This design comes from an exercise in tuning for small area on the open sky130 flow, not from production work. Function was checked by simulation only, so behaviour that the tests miss may differ from the original. Power figures rest on the tool's default switching activity, not on a simulated workload.

[config.mk]
export PLATFORM = sky130hd
export DESIGN_NAME = PSEC6_spi
export DESIGN_NICKNAME = PSEC6_spi
export VERILOG_FILES = /design/flow/design.v
export SDC_FILE = /design/flow/constraint.sdc
export NUM_CORES = 4
export LEC_CHECK = 0
export CAP_MARGIN = 20
export CORE_MARGIN = 2
export CORE_UTILIZATION = 40
export SLEW_MARGIN = 20
[constraint.sdc]
create_clock -name core_clock -period 25.0 [get_ports {spi_clk}]
set_input_delay 5.0000 -clock core_clock [delete_from_list [all_inputs] [get_ports {spi_clk}]]
set_output_delay 5.0000 -clock core_clock [all_outputs]
set_load 0.01 [all_outputs]
[design.v]
module latched_rw_reg #(
    parameter logic [7:0] RESET_VAL = 8'h00
) (
    input logic spi_clk,    
    input logic rstn,
    input logic [7:0] data,
    input logic latch_en,
    output logic [7:0] stored_data
);
    always_ff @(negedge spi_clk or negedge rstn) begin
        if (!rstn) begin
            stored_data <= RESET_VAL;
        end
        else if (latch_en) begin
            stored_data <= data;
        end
    end
endmodule
module serdes (
    input logic spi_clk,  
    input logic pico,  
    input logic cs,  
    input logic rstn,  
    output logic [7:0] byte_deser  
);
    logic full_rstn;
    assign full_rstn = cs && rstn;
    always_ff @(posedge spi_clk or negedge full_rstn) begin
        if (!full_rstn) begin
            byte_deser <= 8'b0;
        end
        else begin
            byte_deser <= {byte_deser[6:0], pico};
        end
    end
endmodule
typedef enum logic {
    SPI_ADDR,
    SPI_DATA
} spi_state_t;
module addr_logic (
    input logic spi_clk,
    input logic cs,
    input logic rstn,
    input logic [7:0] byte_deser,  
    output logic is_write,  
    output logic [6:0] addr,  
    output logic [7:0] wdata  
);
    logic [2:0] spi_clk_counter;  
    logic byte_flag;
    spi_state_t spi_state;
    logic full_rstn;
    assign full_rstn = cs && rstn;
    always_ff @(posedge spi_clk or negedge full_rstn) begin
        if (!full_rstn) begin
            spi_clk_counter <= '0;
        end
        else begin
            spi_clk_counter <= spi_clk_counter + 3'd1;
        end
    end 
    assign byte_flag = (spi_clk_counter == 0);
    assign wdata = byte_deser;  
    always_ff @(negedge spi_clk or negedge full_rstn) begin
        if (!full_rstn) begin
            is_write <= 1'b0;
            addr <= '0;
            spi_state <= SPI_ADDR;
        end
        else if (byte_flag) begin
            case (spi_state)
                SPI_ADDR: begin
                    is_write <= byte_deser[7];
                    addr <= byte_deser[6:0];
                    spi_state <= SPI_DATA;
                end
                SPI_DATA: begin
                    if (!is_write) begin
                        addr <= addr + 7'd1;  
                        spi_state <= SPI_DATA;  
                    end
                    else begin 
                        addr <= addr;
                        spi_state <= SPI_ADDR;
                    end
                end
                default: begin
                    spi_state <= SPI_ADDR;
                end
            endcase
        end
    end
endmodule
module spi_frontend (
    input logic spi_clk,
    input logic pico,
    input logic cs,
    input logic rstn,
    output logic is_write,
    output logic [6:0] addr,
    output logic [7:0] wdata
);
    logic [7:0] byte_deser;
    serdes input_deserializer (
        .spi_clk (spi_clk),
        .pico (pico),
        .cs (cs),
        .rstn (rstn),
        .byte_deser(byte_deser)
    );
    addr_logic addressing_logic (
        .spi_clk (spi_clk),
        .cs (cs),
        .rstn (rstn),
        .byte_deser (byte_deser),
        .is_write (is_write),
        .addr (addr),
        .wdata (wdata)
    );
endmodule
module wr_regs #(
    parameter integer NUM_WR_REGS = 11,
    parameter logic [7:0] VCO_DIGITAL_BAND_RST_VAL = 8'h3f,
    parameter logic [7:0] TRIGGER_CHANNEL_MASK_RST_VAL = 8'hff,
    parameter logic [7:0] INSTRUCTION_RST_VAL = 8'h00,
    parameter logic [7:0] MODE_RST_VAL = 8'h03,
    parameter logic [7:0] DISC_POLARITY_RST_VAL = 8'hff,
    parameter logic [7:0] REF_CLK_SEL_RST_VAL = 8'h04,
    parameter logic [7:0] SLOW_MODE_RST_VAL = 8'h00,
    parameter logic [7:0] PFD_SWITCH_RST_VAL = 8'h01,
    parameter logic [7:0] PLL_SWITCH_RST_VAL = 8'h00,
    parameter logic [7:0] TEST_POINT_CONTROL_RST_VAL = 8'h00,
    parameter logic [7:0] LPF_RESISTOR_SEL_RST_VAL = 8'h1f
) (
    input logic spi_clk,
    input logic cs,
    input logic rstn,
    input logic is_write,
    input logic [6:0] addr,
    input logic [7:0] wdata,
    output logic [5:0] vco_digital_band,  
    output logic [7:0] trigger_channel_mask,  
    output logic [1:0] instruction,  
    output logic [1:0] mode,  
    output logic [7:0] disc_polarity,  
    output logic [2:0] ref_clk_sel,  
    output logic slow_mode,  
    output logic pfd_switch,  
    output logic pll_switch,  
    output logic [7:0] test_point_control,  
    output logic [7:0] lpf_resistor_sel,  
    output logic poci_spi,
    output logic start_write
);
    logic full_rstn;
    logic [7:0] rdata;
    logic rdata_ready_flag;  
    logic [7:0] int_vco_digital_band; 
    logic [7:0] int_trigger_channel_mask; 
    logic [7:0] int_instruction; 
    logic [7:0] int_mode; 
    logic [7:0] int_disc_polarity; 
    logic [7:0] int_ref_clk_sel; 
    logic [7:0] int_slow_mode; 
    logic [7:0] int_pfd_switch; 
    logic [7:0] int_pll_switch; 
    logic [7:0] int_test_point_control;
    logic [7:0] int_lpf_resistor_sel; 
    logic [6:0] addr_one;
    logic [6:0] addr_two;
    logic [NUM_WR_REGS-1:0] data_reg_latch_signal;
    logic [NUM_WR_REGS-1:0] data_reg_addr_latch_signal;
    logic data_reg_wdata_flag_latch_signal;
    logic [15:0] spi_clk_counter;
    logic [15:0] aligned_counter;
    assign aligned_counter = spi_clk_counter - 16'd1;
    assign full_rstn = rstn & cs;
    assign data_reg_latch_signal = data_reg_addr_latch_signal & {NUM_WR_REGS{data_reg_wdata_flag_latch_signal}};  
    assign start_write = data_reg_latch_signal[2] && (wdata[1:0] == 2'd3);
    always_comb begin
        vco_digital_band = int_vco_digital_band[5:0];   
        trigger_channel_mask = int_trigger_channel_mask;
        instruction = int_instruction[1:0];             
        mode = int_mode[1:0];                          
        disc_polarity = int_disc_polarity;             
        ref_clk_sel = int_ref_clk_sel[2:0];           
        slow_mode = int_slow_mode[0];                 
        pfd_switch = int_pfd_switch[0];        
        pll_switch = int_pll_switch[0];  
        test_point_control = int_test_point_control;
        lpf_resistor_sel = int_lpf_resistor_sel;             
    end 
    always_ff @(posedge spi_clk or negedge full_rstn) begin
        if (!full_rstn) begin
            spi_clk_counter <= '0;
            addr_one <= '0;
            addr_two <= '0;
        end
        else begin
            spi_clk_counter <= spi_clk_counter + 1;
            addr_one <= addr;
            addr_two <= addr_one;
        end 
    end
    assign data_reg_wdata_flag_latch_signal = is_write && (spi_clk_counter[3:0] == 4'd0) && (spi_clk_counter != '0) && (spi_clk_counter != 16'd8); 
    always_comb begin
        unique case (addr_two)
            7'd1: data_reg_addr_latch_signal = 'b000_0000_0001;  
            7'd2: data_reg_addr_latch_signal = 'b000_0000_0010;  
            7'd3: data_reg_addr_latch_signal = 'b000_0000_0100;  
            7'd4: data_reg_addr_latch_signal = 'b000_0000_1000;  
            7'd5: data_reg_addr_latch_signal = 'b000_0001_0000;  
            7'd6: data_reg_addr_latch_signal = 'b000_0010_0000;  
            7'd7: data_reg_addr_latch_signal = 'b000_0100_0000;  
            7'd8: data_reg_addr_latch_signal = 'b000_1000_0000;  
            7'd9: data_reg_addr_latch_signal = 'b001_0000_0000;  
            7'd10: data_reg_addr_latch_signal = 'b010_0000_0000;  
            7'd11: data_reg_addr_latch_signal = 'b100_0000_0000;  
            default: data_reg_addr_latch_signal = '0;
        endcase
    end
    assign rdata_ready_flag = (spi_clk_counter[2:0] == 'd0) && (spi_clk_counter != 16'd0);
    always_ff @(posedge spi_clk or negedge full_rstn) begin
        if (!full_rstn) begin
            rdata <= '0;
        end
        else begin
            unique case (addr)
                7'd1: rdata <= int_vco_digital_band;
                7'd2: rdata <= int_trigger_channel_mask; 
                7'd3: rdata <= int_instruction;
                7'd4: rdata <= int_mode;
                7'd5: rdata <= int_disc_polarity;
                7'd6: rdata <= int_ref_clk_sel;
                7'd7: rdata <= int_slow_mode;
                7'd8: rdata <= int_pfd_switch;
                7'd9: rdata <= int_pll_switch;
                7'd10: rdata <= int_test_point_control;
                7'd11: rdata <= int_lpf_resistor_sel;
                default: rdata <= '0;
            endcase
        end
    end 
    always_comb begin
        if (!full_rstn || spi_clk_counter <= 16'd8) begin
            poci_spi = 1'b0;
        end
        else if (is_write && (aligned_counter[3] == 1'b0)) begin
            poci_spi = 1'b0;
        end
        else begin
            poci_spi = rdata[-spi_clk_counter[2:0]];  
        end
    end 
    latched_rw_reg #(
        .RESET_VAL (VCO_DIGITAL_BAND_RST_VAL)
    ) vco_digital_band_reg (
        .spi_clk (spi_clk),
        .rstn (rstn), 
        .data (wdata), 
        .latch_en (data_reg_latch_signal[0]),
        .stored_data (int_vco_digital_band)
    );
    latched_rw_reg #(
        .RESET_VAL (TRIGGER_CHANNEL_MASK_RST_VAL)
    ) trigger_channel_mask_reg (
        .spi_clk (spi_clk),
        .rstn (rstn), 
        .data (wdata), 
        .latch_en (data_reg_latch_signal[1]), 
        .stored_data (int_trigger_channel_mask)
    );
    latched_rw_reg #(
        .RESET_VAL (INSTRUCTION_RST_VAL)
    ) instruction_reg (
        .spi_clk (spi_clk),
        .rstn (full_rstn), 
        .data (wdata), 
        .latch_en (data_reg_latch_signal[2]), 
        .stored_data (int_instruction)
    );  
    latched_rw_reg #(
        .RESET_VAL (MODE_RST_VAL)
    ) mode_reg (
        .spi_clk (spi_clk),
        .rstn (rstn), 
        .data (wdata), 
        .latch_en (data_reg_latch_signal[3]), 
        .stored_data (int_mode)
    );
    latched_rw_reg #(
        .RESET_VAL (DISC_POLARITY_RST_VAL)
    ) disc_polarity_reg (
        .spi_clk (spi_clk),
        .rstn (rstn), 
        .data (wdata), 
        .latch_en (data_reg_latch_signal[4]), 
        .stored_data (int_disc_polarity)
    );
    latched_rw_reg #(
        .RESET_VAL (REF_CLK_SEL_RST_VAL)
    ) ref_clk_sel_reg (
        .spi_clk (spi_clk),
        .rstn (rstn), 
        .data (wdata), 
        .latch_en (data_reg_latch_signal[5]), 
        .stored_data (int_ref_clk_sel)
    );
    latched_rw_reg #(
        .RESET_VAL (SLOW_MODE_RST_VAL)
    ) slow_mode_reg (
        .spi_clk (spi_clk),
        .rstn (rstn), 
        .data (wdata), 
        .latch_en (data_reg_latch_signal[6]), 
        .stored_data (int_slow_mode)
    );
    latched_rw_reg #(
        .RESET_VAL (PFD_SWITCH_RST_VAL)
    ) pfd_switch_reg (
        .spi_clk (spi_clk),
        .rstn (rstn), 
        .data (wdata), 
        .latch_en (data_reg_latch_signal[7]), 
        .stored_data (int_pfd_switch)
    );
    latched_rw_reg #(
        .RESET_VAL (PLL_SWITCH_RST_VAL)
    ) pll_switch_reg (
        .spi_clk (spi_clk),
        .rstn (rstn), 
        .data (wdata), 
        .latch_en (data_reg_latch_signal[8]), 
        .stored_data (int_pll_switch)
    );
    latched_rw_reg #(
        .RESET_VAL (TEST_POINT_CONTROL_RST_VAL)
    ) test_point_control_reg (
        .spi_clk (spi_clk),
        .rstn (rstn), 
        .data (wdata), 
        .latch_en (data_reg_latch_signal[9]), 
        .stored_data (int_test_point_control)
    );
    latched_rw_reg #(
        .RESET_VAL (LPF_RESISTOR_SEL_RST_VAL)
    ) lpf_resistor_sel_reg (
        .spi_clk (spi_clk),
        .rstn (rstn), 
        .data (wdata), 
        .latch_en (data_reg_latch_signal[10]), 
        .stored_data (int_lpf_resistor_sel)
    );
endmodule
module inst_driver (
    input logic [1:0] inst_reg,
    input logic cs,
    input logic rstn,
    input logic inst_stop,  
    input logic spi_clk,
    input logic start_write,  
    input logic [7:0] stop_request,
    input logic [7:0] trigger_channel_mask,
    output logic inst_rst,
    output logic inst_readout,
    output logic inst_start,
    output logic clk_enable,
    output logic trigger_out
);
    logic full_rstn;
    assign full_rstn = cs && rstn;
    assign trigger_out = |(stop_request & trigger_channel_mask);
    always_comb begin
        if (!full_rstn) begin
            inst_rst = 0;
            inst_readout = 0;
            inst_start = 0;
        end 
        else if (inst_reg == 2'd1) begin  
            inst_rst = 1;
            inst_readout = 0;
            inst_start = 0;
        end
        else if (inst_reg == 2'd2) begin  
            inst_rst = 0;
            inst_readout = 1;
            inst_start = 0;
        end
        else if (inst_reg == 2'd3) begin  
            inst_rst = 0;
            inst_readout = 0;
            inst_start = 1;
        end
        else begin  
            inst_rst = 0;
            inst_readout = 0;
            inst_start = 0;
        end
    end 
    logic clk_enable_rstn;
    assign clk_enable_rstn = rstn & ~inst_stop;
    always_ff @(negedge spi_clk or negedge clk_enable_rstn) begin
        if (!clk_enable_rstn) begin
            clk_enable <= 1'b0;
        end
        else if (start_write) begin
            clk_enable <= 1'b1;
        end
    end
endmodule
module addr_to_ch_select #(
    parameter integer CH_REG_START_ADDR = 12,  
    parameter integer CH_REG_STOP_ADDR = 67  
) (
    input logic rstn,
    input logic cs,
    input logic spi_clk,
    input logic [6:0] addr,
    output logic [2:0] select_reg
);
    logic full_rstn;
    logic [6:0] addr_one;  
    assign full_rstn = cs && rstn;
    always_ff @(posedge spi_clk or negedge full_rstn) begin
        if (!full_rstn) begin
            addr_one <= '0;
        end 
        else begin
            addr_one <= addr;
        end
    end
    always_comb begin
        if (addr_one >= 7'd12 && addr_one <= 7'd18)      select_reg = addr_one - 7'd12;
        else if (addr_one >= 7'd19 && addr_one <= 7'd25) select_reg = addr_one - 7'd19;
        else if (addr_one >= 7'd26 && addr_one <= 7'd32) select_reg = addr_one - 7'd26;
        else if (addr_one >= 7'd33 && addr_one <= 7'd39) select_reg = addr_one - 7'd33;
        else if (addr_one >= 7'd40 && addr_one <= 7'd46) select_reg = addr_one - 7'd40;
        else if (addr_one >= 7'd47 && addr_one <= 7'd53) select_reg = addr_one - 7'd47;
        else if (addr_one >= 7'd54 && addr_one <= 7'd60) select_reg = addr_one - 7'd54;
        else if (addr_one >= 7'd61 && addr_one <= 7'd67) select_reg = addr_one - 7'd61;
        else                                              select_reg = 3'd7;
    end
endmodule
module ref_clk_sel_decoder (
    input logic rstn,
    input logic [2:0] ref_clk_sel,
    output logic [4:0] tgate_control  
);
    always_comb begin
        if (!rstn) begin
            tgate_control = 5'b00010;
        end
        else begin
            unique case (ref_clk_sel) 
                3'd0 : tgate_control = 5'b00001;
                3'd1 : tgate_control = 5'b00010;
                3'd2 : tgate_control = 5'b00100;
                3'd3 : tgate_control = 5'b01000;
                3'd4 : tgate_control = 5'b10000;
                default : tgate_control = 5'b00010;  
            endcase
        end
    end
endmodule
module readout_mux #(
    parameter integer CH_REG_START_ADDR = 12, 
    parameter integer CH_REG_STOP_ADDR = 67,
    parameter integer NUM_REGS_PER_CH = 7
) (
    input logic spi_clk, 
    input logic [7:0] poci_ch, 
    input logic poci_spi, 
    input logic cs,
    input logic rstn,
    input logic [6:0] addr, 
    output logic poci
);
    logic full_rstn;
    logic [6:0] addr_one;
    assign full_rstn = cs & rstn;
    always_ff @(posedge spi_clk or negedge full_rstn) begin
        if (!full_rstn) begin
            addr_one <= '0;
        end
        else begin
            addr_one <= addr;
        end
    end
    always_comb begin
        if (addr_one == 7'd0)                            poci = 1'b0;
        else if (addr_one >= 7'd12 && addr_one <= 7'd18) poci = poci_ch[0];
        else if (addr_one >= 7'd19 && addr_one <= 7'd25) poci = poci_ch[1];
        else if (addr_one >= 7'd26 && addr_one <= 7'd32) poci = poci_ch[2];
        else if (addr_one >= 7'd33 && addr_one <= 7'd39) poci = poci_ch[3];
        else if (addr_one >= 7'd40 && addr_one <= 7'd46) poci = poci_ch[4];
        else if (addr_one >= 7'd47 && addr_one <= 7'd53) poci = poci_ch[5];
        else if (addr_one >= 7'd54 && addr_one <= 7'd60) poci = poci_ch[6];
        else if (addr_one >= 7'd61 && addr_one <= 7'd67) poci = poci_ch[7];
        else                                              poci = poci_spi;
    end
endmodule
module PSEC6_spi (
    input logic rstn,  
    input logic spi_clk,
    input logic pico,
    input logic cs,  
    input logic trigger_in,  
    input logic [7:0] poci_ch,  
    input logic [7:0] stop_request,
    output logic poci,
    output logic trigger_out,
    output logic [7:0] test_point_control,  
    output logic clk_enable,
    output logic [5:0] vco_digital_band,  
    output logic [4:0] ref_clk_tgate_control,  
    output logic slow_mode,  
    output logic pfd_switch,  
    output logic pll_switch,  
    output logic [7:0] lpf_resistor_sel,  
    output logic [1:0] mode,  
    output logic [7:0] disc_polarity,  
    output logic [2:0] select_reg,  
    output logic inst_rst,  
    output logic inst_readout,  
    output logic inst_start  
);
    logic is_write;
    logic [7:0] wdata;
    logic [6:0] addr;
    logic [1:0] instruction;
    logic [2:0] ref_clk_sel;
    logic [7:0] trigger_channel_mask;
    logic poci_spi;
    logic start_write;
    spi_frontend frontend (
        .spi_clk (spi_clk),
        .pico (pico),
        .cs (cs),
        .rstn (rstn),
        .is_write (is_write),
        .addr (addr),
        .wdata (wdata)
    );
    wr_regs data_registers (
        .spi_clk(spi_clk),
        .cs (cs),
        .rstn (rstn),
        .is_write (is_write),
        .addr (addr),
        .wdata (wdata),
        .vco_digital_band (vco_digital_band),
        .trigger_channel_mask (trigger_channel_mask),
        .instruction (instruction),
        .mode (mode),
        .disc_polarity (disc_polarity),
        .ref_clk_sel (ref_clk_sel),
        .slow_mode (slow_mode),
        .pfd_switch (pfd_switch),
        .pll_switch (pll_switch),
        .test_point_control (test_point_control),
        .lpf_resistor_sel (lpf_resistor_sel),
        .poci_spi (poci_spi),
        .start_write (start_write)
    );
    inst_driver instruction_pulse_gen (
        .inst_reg (instruction),
        .cs (cs),
        .rstn (rstn),
        .inst_stop (trigger_in),
        .spi_clk (spi_clk),
        .start_write (start_write),
        .stop_request (stop_request),
        .trigger_channel_mask(trigger_channel_mask),
        .trigger_out(trigger_out),
        .inst_rst (inst_rst),
        .inst_readout (inst_readout),
        .inst_start (inst_start),
        .clk_enable (clk_enable)
    );
    addr_to_ch_select counter_readout_select (
        .rstn (rstn),
        .cs (cs),
        .spi_clk (spi_clk),
        .addr (addr),
        .select_reg (select_reg)
    );
    ref_clk_sel_decoder ref_clk_control (
        .rstn (rstn),
        .ref_clk_sel (ref_clk_sel),
        .tgate_control (ref_clk_tgate_control)
    );
    readout_mux readout_select (
        .spi_clk (spi_clk),
        .poci_ch (poci_ch),
        .poci_spi (poci_spi),
        .cs (cs),
        .rstn (rstn),
        .addr (addr),
        .poci (poci)
    );
endmodule
[run.sh]
#!/bin/bash
# synth_recipe.tcl (not shown) runs the flow's synth.tcl, then flattens the netlist and writes it again
# the make line also repeats each setting of config.mk as NAME=value (left out here)
make -C /OpenROAD-flow-scripts/flow DESIGN_CONFIG=/design/flow/config.mk WORK_HOME=/design/flow/orfs CLKGATE_MAP_FILE= SYNTH_SCRIPT=/design/flow/synth_recipe.tcl finish
==> notes.md <==
[report_power, final]
group	internal, uW	total [uW]	switching (uW)
sequential	242	250	8.17
clock	143	262	119
combinational	11.6	32.3	20.7
total	396	544	148
[placed cells by master (no fill, tap or decap), types with 6 or more instances in the layout]
cell type / n
mux2_2: 90
clkdlybuf4s50_1: 68
dfrtn_1: 67
dfrtp_1: 49
inv_1: 45
nand2_1: 40
dfstp_2: 31
nor2_1: 30
a222oi_1: 24
and3_1: 18
clkbuf_16: 18
ha_1: 17
a21oi_1: 16
o21ai_0: 15
nand3_1: 13
nor2b_1: 13
a22oi_1: 13
xnor2_1: 10
nor3_1: 8
nor4_1: 6
nand2b_1: 6
and2_1: 6
mux2i_1: 6
[area by class of cell]
cell class	count	area, um2
Clock buffer	19	454
Clock inverter	44	231
Fill cell	1563	9090
Multi-Input combinational cell	415	3290
Tap cell	229	287
Inverter	14	52.6
Sequential cell	147	3720
Timing Repair Buffer	73	718
[sequential cells by signal, indices dropped and copies added (netlist names), 3 cells and up]
| name | cells |
|---|---|
| data_registers.test_point_control_reg.stored_data | 8 |
| readout_select.addr_one | 6 |
| data_registers.pfd_switch_reg.stored_data | 8 |
| data_registers.trigger_channel_mask_reg.stored_data | 8 |
| data_registers.rdata | 8 |
| data_registers.pll_switch_reg.stored_data | 8 |
| frontend.addressing_logic.addr | 7 |
| frontend.addressing_logic.spi_clk_counter | 3 |
| data_registers.lpf_resistor_sel_reg.stored_data | 8 |
| data_registers.disc_polarity_reg.stored_data | 8 |
| data_registers.addr_two | 7 |
| data_registers.ref_clk_sel_reg.stored_data | 8 |
| data_registers.spi_clk_counter | 16 |
| data_registers.vco_digital_band_reg.stored_data | 8 |
| frontend.input_deserializer.byte_deser | 8 |
| data_registers.instruction_reg.stored_data | 8 |
| data_registers.mode_reg.stored_data | 8 |
| data_registers.slow_mode_reg.stored_data | 8 |
[critical path: cells and delay by family, from the launching register on]
kind,cells,cell delay (ns)
AOI/OAI and AO/OA,3,0.72
buffers and inverters,1,0.49
DFF,1,0.53
and+or+nand+nor,2,0.18
[logic make-up (layout without fill, tap and decap cells)]
| family | Yosys count | count (layout) |
|---|---|---|
| DFF | 147 | 147 |
| AOI/OAI and AO/OA | 107 | 107 |
| buffers and inverters | 52 | 150 |
| adders and majority gates | 17 | 17 |
| muxes | 98 | 98 |
| and+or+nand+nor | 178 | 178 |
| xor gates and xnor gates | 15 | 15 |
[per-layer routing]
layer	global-route usage, %	routed length [um]	share of wire, %	vias up
met2	34.9	9810	49	193
met4	7.52	395	2.0	0
met5	0	0	0	-
li1	-	-	-	2464
met1	28.8	8610	43	2838
met3	2.74	1010	5.1	36
[per-stage QoR]
stage,utilization [%],cells
detailed placement,45.2,879
global route,49.0,941
finish,49.0,941
CTS,49.0,941
global placement,45.2,879
floorplan,-,614
[worst min-delay path by stage]
stage / start / endpoint / slack [ns] / depth (start not counted)
floorplan: readout_select.addr_one[3]$_DFF_PN0_ / data_registers.addr_two[3]$_DFF_PN0_ / 0.35 / 0
global placement: frontend.addressing_logic.spi_clk_counter[0]$_DFF_PN0_ / frontend.addressing_logic.spi_clk_counter[0]$_DFF_PN0_ / 0.43 / 1
detailed placement: frontend.addressing_logic.spi_clk_counter[0]$_DFF_PN0_ / frontend.addressing_logic.spi_clk_counter[0]$_DFF_PN0_ / 0.44 / 1
CTS: frontend.addressing_logic.spi_clk_counter[0]$_DFF_PN0_ / frontend.addressing_logic.spi_clk_counter[0]$_DFF_PN0_ / 0.45 / 1
global route: data_registers.pfd_switch_reg.stored_data[2]$_DFFE_NN0P_ / data_registers.pfd_switch_reg.stored_data[2]$_DFFE_NN0P_ / 0.46 / 1
finish: frontend.addressing_logic.spi_clk_counter[0]$_DFF_PN0_ / frontend.addressing_logic.spi_clk_counter[0]$_DFF_PN0_ / 0.45 / 1
==> reports/qor.csv <==
stage,metric,value,unit
clocking,PostCTS Resize Cnt,0,
clocking,CTS H-tree lvls,4,
setup_path,end of the critical path,poci,
synthesis,post-synthesis register bit count,147,
setup_path,Setup CP Type,register to output pin,
clocking,clk root buf,clkbuf_16,
finish,"Design Area, Final",8750,um2
synthesis,share of the synthesized area in the top cell type,23.2,%
sta,max-slew violation count,0,
setup_path,Reg2Reg Depth,5,
clocking,CTS tree,yes,
placed_design,DP Wirelength,13.9,mm
finish,share of layout cells above drive strength 1,24.7,%
floorplanning,total die area,19200,um2
sta,worst setup margin,5.19,ns
setup_path,"Req. time, crit path",20.00,ns
synthesis,Synth Net Count,652,
sta,Max-slew headroom,32.9,%
synthesis,"top cells by area, synth","dfrtn_1, dfrtp_1, mux2_2, dfstp_2, a222oi_1",
setup_path,Crit Reg-Reg Endpoint,data_registers.pll_switch_reg.stored_data[7]$_DFFE_NN0P_,
setup_path,crit path from,frontend.addressing_logic.is_write$_DFFE_NN0P_,
setup_path,"Max FO, Critical Path",8,
setup_path,FF-to-FF Start,data_registers.spi_clk_counter[3]$_DFF_PN0_,
global_route,initial antenna violation count,0,
clocking,post-CTS setup buffers,0,
synthesis,sequential area share after synthesis,51.4,%
setup_path,type of destination of the critical path,output pin,
pwr,Worst VDD drop,0.0000450,V
sta,Slew @ Worst Pin,1.00,ns
finish,P&R area growth vs syn,21.0,%
route,post-route ant nets,0,
setup_path,critical path's largest stage delay,0.53,ns
synthesis,"count leader, synth",mux2_2,
floorplanning,Site Rows,49,
sta,final setup violation count,0,
synthesis,"EDFF count, synth",0,
setup_path,R2R Setup Slk,9.63,ns
synthesis,post-synthesis mux area share,15.5,%
setup_path,critical-path cell list,nand2_1 -> o41ai_1 -> nor4_1 -> a311oi_1 -> o21ai_0 -> clkdlybuf4s50_1,
route,First-pass DRT Iterations,5,
route,Vias,5531,
status,outcome,finished clean,
min_path,Hold Path Class,register to register,
clocking,TritonCTS Buffers,17,
synthesis,commonest cells in the netlist,"mux2_2, dfrtn_1, dfrtp_1",
clocking,Clock Tree Buf Depth,2,
finish,diode count,0,
route,Via density,5.88,
synthesis,XOR/XNOR share of the synthesized area,1.82,%
floorplanning,Horiz. Die Dim,138,um
floorplanning,IO Pins,70,
global_route,gr usage total,21.1,%
pwr,Power Dens Cells,62.2,nW/um2
synthesis,Netlist cell types,72,
clocking,Hold Buf Count CTS,0,
synthesis,ys async rst share,100,%
global_route,remaining global-route overflow,0,
route,final wirelength,19.8,mm
placed_design,GPL Wtd Cong,0.905,
clocking,clk latency of the worst-skew pair,0.45,ns
synthesis,Synth Area in Simple Gates,13.8,%
synthesis,leading area contributor after synthesis,dfrtn_1,
route,detailed-route wire length per cell,21.1,um
synthesis,Synth Area in Compound Gates,11.4,%
pwr,Lkg Pwr,0.00401,uW
setup_path,CP max-delay cell,dfrtn_1,
finish,"Net count, final",737,
floorplanning,Core ar.,17800,um2
global_route,first-pass GRT wire length,31.6,mm
sta,RSZ-0062 raised after global routing,no,
synthesis,Mapped Area,7230,um2
pwr,Total Power,544,uW
clocking,clk slew on worst S/H paths,0.06,ns
global_route,vias in the first global route,5576,
clocking,clk sinks,147,
floorplanning,Die Y,138,um
sta,Final Hold Fails,0,
setup_path,Setup crit start kind,register,
sta,post-route clock skew,0.0575,ns
synthesis,Syn Inst Count,614,
route,DRT iter0 DRCs,588,
synthesis,Post-synth top flop,dfrtn_1,
sta,Min Hold Slack,0.448,ns
sta,Setup TNS Final,0,ns
placed_design,PortBufs,69,
synthesis,adder-cell share of the synthesized area,2.94,%
synthesis,largest family of logic cells by synthesized area,multiplexers,
global_route,largest net degree at the start of global routing,71,
placed_design,dpl ws,5.61,ns
setup_path,worst path arrival time,14.81,ns
synthesis,Syn. warnings,14,
job,Max-Cap Viols,0,
placed_design,DP Area,8070,um2
route,DRC,0,
floorplanning,initial core utilization,40.5,%
synthesis,syn avg cell area,11.8,um2
